This design comes from an exercise in tuning for small area and a short achievable clock period on the open sky130 flow, not from production work.
Function was checked by simulation only, so behaviour that the tests miss may differ from the original.

==> design/flow/design.v <==
module top#(parameter m = 7)(
    input clk,
    input signed [m-1:0]noise_in,
    output reg signed [2*m-1:0]filter_out
);
    localparam signed [m-1:0] tap0 = 5;
    localparam signed [m-1:0] tap1 = 8;
    localparam signed [m-1:0] tap2 = 11;
    localparam signed [m-1:0] tap3 = 15;
    localparam signed [m-1:0] tap4 = 17;
    localparam signed [m-1:0] tap5 = 18;
    localparam signed [m-1:0] tap6 = 17;
    localparam signed [m-1:0] tap7 = 15;
    localparam signed [m-1:0] tap8 = 11;
    localparam signed [m-1:0] tap9 = 8;
    localparam signed [m-1:0] tap10 = 5;
    reg signed [m-1:0] register_0;
    reg signed [m-1:0] register_1;
    reg signed [m-1:0] register_2;
    reg signed [m-1:0] register_3;
    reg signed [m-1:0] register_4;
    reg signed [m-1:0] register_5;
    reg signed [m-1:0] register_6;
    reg signed [m-1:0] register_7;
    reg signed [m-1:0] register_8;
    reg signed [m-1:0] register_9;
    always@(posedge clk) begin
        register_0 <= noise_in;
        register_1 <= register_0;
        register_2 <= register_1;
        register_3 <= register_2;
        register_4 <= register_3;
        register_5 <= register_4;
        register_6 <= register_5;
        register_7 <= register_6;
        register_8 <= register_7;
        register_9 <= register_8;  
        filter_out <=  noise_in * tap0 +
                            register_0 * tap1 +
                            register_1 * tap2 +
                            register_2 * tap3 +
                            register_3 * tap4 +
                            register_4 * tap5 +
                            register_5 * tap6 +
                            register_6 * tap7 +
                            register_7 * tap8 +
                            register_8 * tap9 +
                            register_9 * tap10;
    end
endmodule
==> design/flow/run.sh <==
#!/bin/bash
# synth_recipe.tcl (not shown) runs the flow's synth.tcl, then flattens the netlist and writes it again
# the make line also repeats each setting of config.mk as NAME=value (left out here)
make -C /OpenROAD-flow-scripts/flow DESIGN_CONFIG=/design/flow/config.mk WORK_HOME=/design/flow/orfs CLKGATE_MAP_FILE= SYNTH_SCRIPT=/design/flow/synth_recipe.tcl finish
==> design/flow/config.mk <==
export PLATFORM = sky130hd
export DESIGN_NAME = top
export DESIGN_NICKNAME = top
export VERILOG_FILES = /design/flow/design.v
export SDC_FILE = /design/flow/constraint.sdc
export NUM_CORES = 4
export LEC_CHECK = 0
export CAP_MARGIN = 20
export CORE_MARGIN = 2
export CORE_UTILIZATION = 40
export SLEW_MARGIN = 20
==> design/flow/constraint.sdc <==
create_clock -name core_clock -period 10.0 [get_ports {clk}]
set_input_delay 2.0000 -clock core_clock [delete_from_list [all_inputs] [get_ports {clk}]]
set_output_delay 2.0000 -clock core_clock [all_outputs]
set_load 0.01 [all_outputs]
==> results.txt <==
==> cell type report <==
cell class / instances / area, um^2 / share of cell area
multi-input combinational: 440 / 6396 / 0.6313
sequential: 84 / 1682 / 0.1660
inverter: 311 / 1167 / 0.1152
tap: 285 / 356.6 / 0.03520
clock buffer: 12 / 246.5 / 0.02433
timing repair buffer: 21 / 210.2 / 0.02075
clock inverter: 4 / 72.57 / 0.007163
==> per-layer routing <==
| metal | up-vias | GRT usage | share of wire | routed length (um) |
|---|---|---|---|---|
| met1 | 2479 | 0.2042 | 0.46 | 7367 |
| met3 | 21 | 0.02083 | 0.019 | 304 |
| met4 | 0 | 0.04675 | 0.020 | 330 |
| met2 | 44 | 0.2678 | 0.51 | 8177 |
| li1 | 2474 | - | - | - |
| met5 | - | 0 | 0 | 0 |
==> cells in the final DEF, fill, tap and decap left out, drive strengths merged <==
master and n:
nand3 1, o2111ai 1, xnor2 25, and2 4, nor2 8, a21oi 11, o21bai 1, or2 4
nand3b 2, clkbuf 12, bufinv 2, o21ai 9, nor2b 2, dfxtp 84, xor2 7, inv 311
a2111oi 1, clkinvlp 1, nand2 4, a2111o 1, a21o 3, a31oi 1, ha 163, a211oi 2
clkdlybuf4s50 21, clkinv 1, fa 186, xnor3 1, o21a 2, o211ai 1
==> through the flow <==
stage | instances | instance area [um^2]
floorplan | 837 | 9253
global placement | 1141 | 9812
detailed placement | 1141 | 9812
CTS | 1157 | 10130
global route | 1157 | 10130
finish | 1157 | 10130
==> cell families (layout without fill, tap and decap cells) <==
family                   Yosys count  in the layout  share of synthesized area
flip-flops                        84             84                     0.1817
adder cells (fa/ha/maj)          349            349                     0.6229
buffers and inverters            313            348                     0.1270
AND/OR/NAND/NOR                   25             25                    0.01379
AO/OA/AOI/OAI                     33             33                    0.02191
XOR/XNOR                          33             33                    0.03272
==> worst max path at each step <==
stage / from / end / slack, ps / depth (start not counted)
after CTS: noise_in[6] / filter_out[11] / 1400 / 23
after detailed placement: noise_in[6] / filter_out[11] / 1060 / 23
final: noise_in[6] / filter_out[11] / 1460 / 23
after floorplan: noise_in[6] / filter_out[11] / 2110 / 22
after global routing: noise_in[6] / filter_out[11] / 1100 / 23
after global placement: noise_in[6] / filter_out[11] / 1150 / 23
==> worst reg2reg max path: cells and delay by family, from the launching register on <==
kind / cells / cell delay, ps
AOI/OAI and AO/OA: 3 / 620
xor gates and xnor gates: 1 / 130
adders and majority gates: 10 / 4960
buffers and inverters: 4 / 210
DFF: 1 / 630
and+or+nand+nor: 2 / 320
==> reports/metrics.cfg <==
[status]
status = complete, no violations

[yosys]
netlist.area_leader.share = 0.4024
syn_inst = 837
postSynthAreaPerCell_um2 = 11.05
syn_nets = 1194
synth-main-ff-cell = dfxtp_1
synth-edff-count = 0
synth_seq_cells = 84
synth_commonest_cells = inv_1, fa_1, ha_1
synth-async-reset-ratio = 0
synth_largest_area_cell = fa_1
ys_seq_area_frac = 0.1817
synth.area.top_cells = fa_1, ha_1, dfxtp_1
synthesis.area_um2 = 9253
synth_cell_type_count = 26
synth.most_common_cell = inv_1
yosys_warnings = 1

[place]
gp_congestion = 0.8211
dpl.hpwl_mm = 14.36
post-place-ws_ps = 1062
portBuffers = 21

[timing]
max_freq_ghz = 0.1171
whs_ps = 349.9
post-route-period-util = 0.8537
min_period_ps = 8537
final_hold_viol_count = 0
worst_pin_slew_ps = 521.0
skew_ps = 9.509
setup_viol_count_final = 0
rsz0062_at_grt = false
finalSetupTns_ps = 0
fin_ws_ps = 1463
maxSlewViolCount = 0
relSlewSlack = 0.6501

[critical_path]
cp_max_fo = 5
endpoint_kind = flip-flop
critPathSlowestCell = fa_1
reg2reg_to = filter_out[11]
r2r_cells = 20
slowest_delay_ps = 590
cp.required_ps = 10280
crit_chain = clkdlybuf4s50_1, inv_1, fa_1, inv_1, ha_1, fa_1, fa_1, inv_1, fa_1, inv_1, fa_1, fa_1, fa_1, inv_1, fa_1, inv_1, ha_1, and2_1, o21ai_0, nand3b_1, a21o_1, a21oi_1, xnor2_1
r2r_start = register_2[6]
worstPathArrival_ps = 8820
crit_buf_inv = 7
crit_top_cell = fa_1
startpoint_type = input pin
reg2reg_slack_ps = 3060
crit_family = adder cells
critical_path_class = in2reg

[cells_and_area]
largest_reg_flops = 14
fillers = 2137
final_layout_size_suffix_gt1_frac = 0.02064
nNetsFinal = 1224
synthToLayoutAreaGrowth_pct = 9.493
antenna_cells = 0
top_register = filter_out
final_core_util = 0.4475

[cts]
htree_levels = 3
cts-root-buf = clkbuf_16
ctsLongestPathBuffers = 2
post_cts.repair.setup_buffers = 0
cts_resized = 0
cts_tree = done
ctsHoldBuffers = 0
cts.sinks = 84
insertion_delay_ps = 350
cts_buffers = 9
path_clk_slew_ps = 60

[global_route]
grt_max_degree = 14
antenna_found_initial = 0
grt_pass1_vias = 5794
grt_pass1_wl_mm = 28.86
grt_use_total = 0.1553
overflow = 0

[routing]
wl_per_cell_um = 13.98
first_pass_iters = 4
drt_iter0_markers = 123
vias = 5018
routed_wl_mm = 16.18
antenna_left = 0
drc = 0
via_per_inst = 4.337

[die]
ios = 22
fp.coreArea_um2 = 22640
start_util = 0.4087
chipHeight_um = 156.1
die_area_um2 = 24360
rows = 55
die_x_um = 156.1

[hold_path]
min_from = register_8[5]
hp-class = reg2reg
holdPathEnd = register_9[5]
worstHoldPathCells = 0

[job]
cap_violations = 0

[separate check: timing with driven ports]
Ports are ideal in the flow. The routed layout listed here was re-timed in OpenROAD.
Step 1 assumes that a clkbuf_16 drives the clock port and a buf_2 every other input.
Step 2 also shifts input and output timing later by t, the mid clock arrival at the registers, as if the neighbouring blocks saw the same clock.
a / b / c = ideal / step 1 / step 2; a / b = the first two.
t, ns: 0.387
setup slack, ns: 1.463 / 1.480 / 1.093
worst register clock-pin slew, ns: 0.07 / 0.07
pins driven straight from the clock port: 1
After both steps this run still meets setup and hold. For this run, drivers alone change the setup slack by +0.017 ns; drivers and shift together by -0.370 ns.
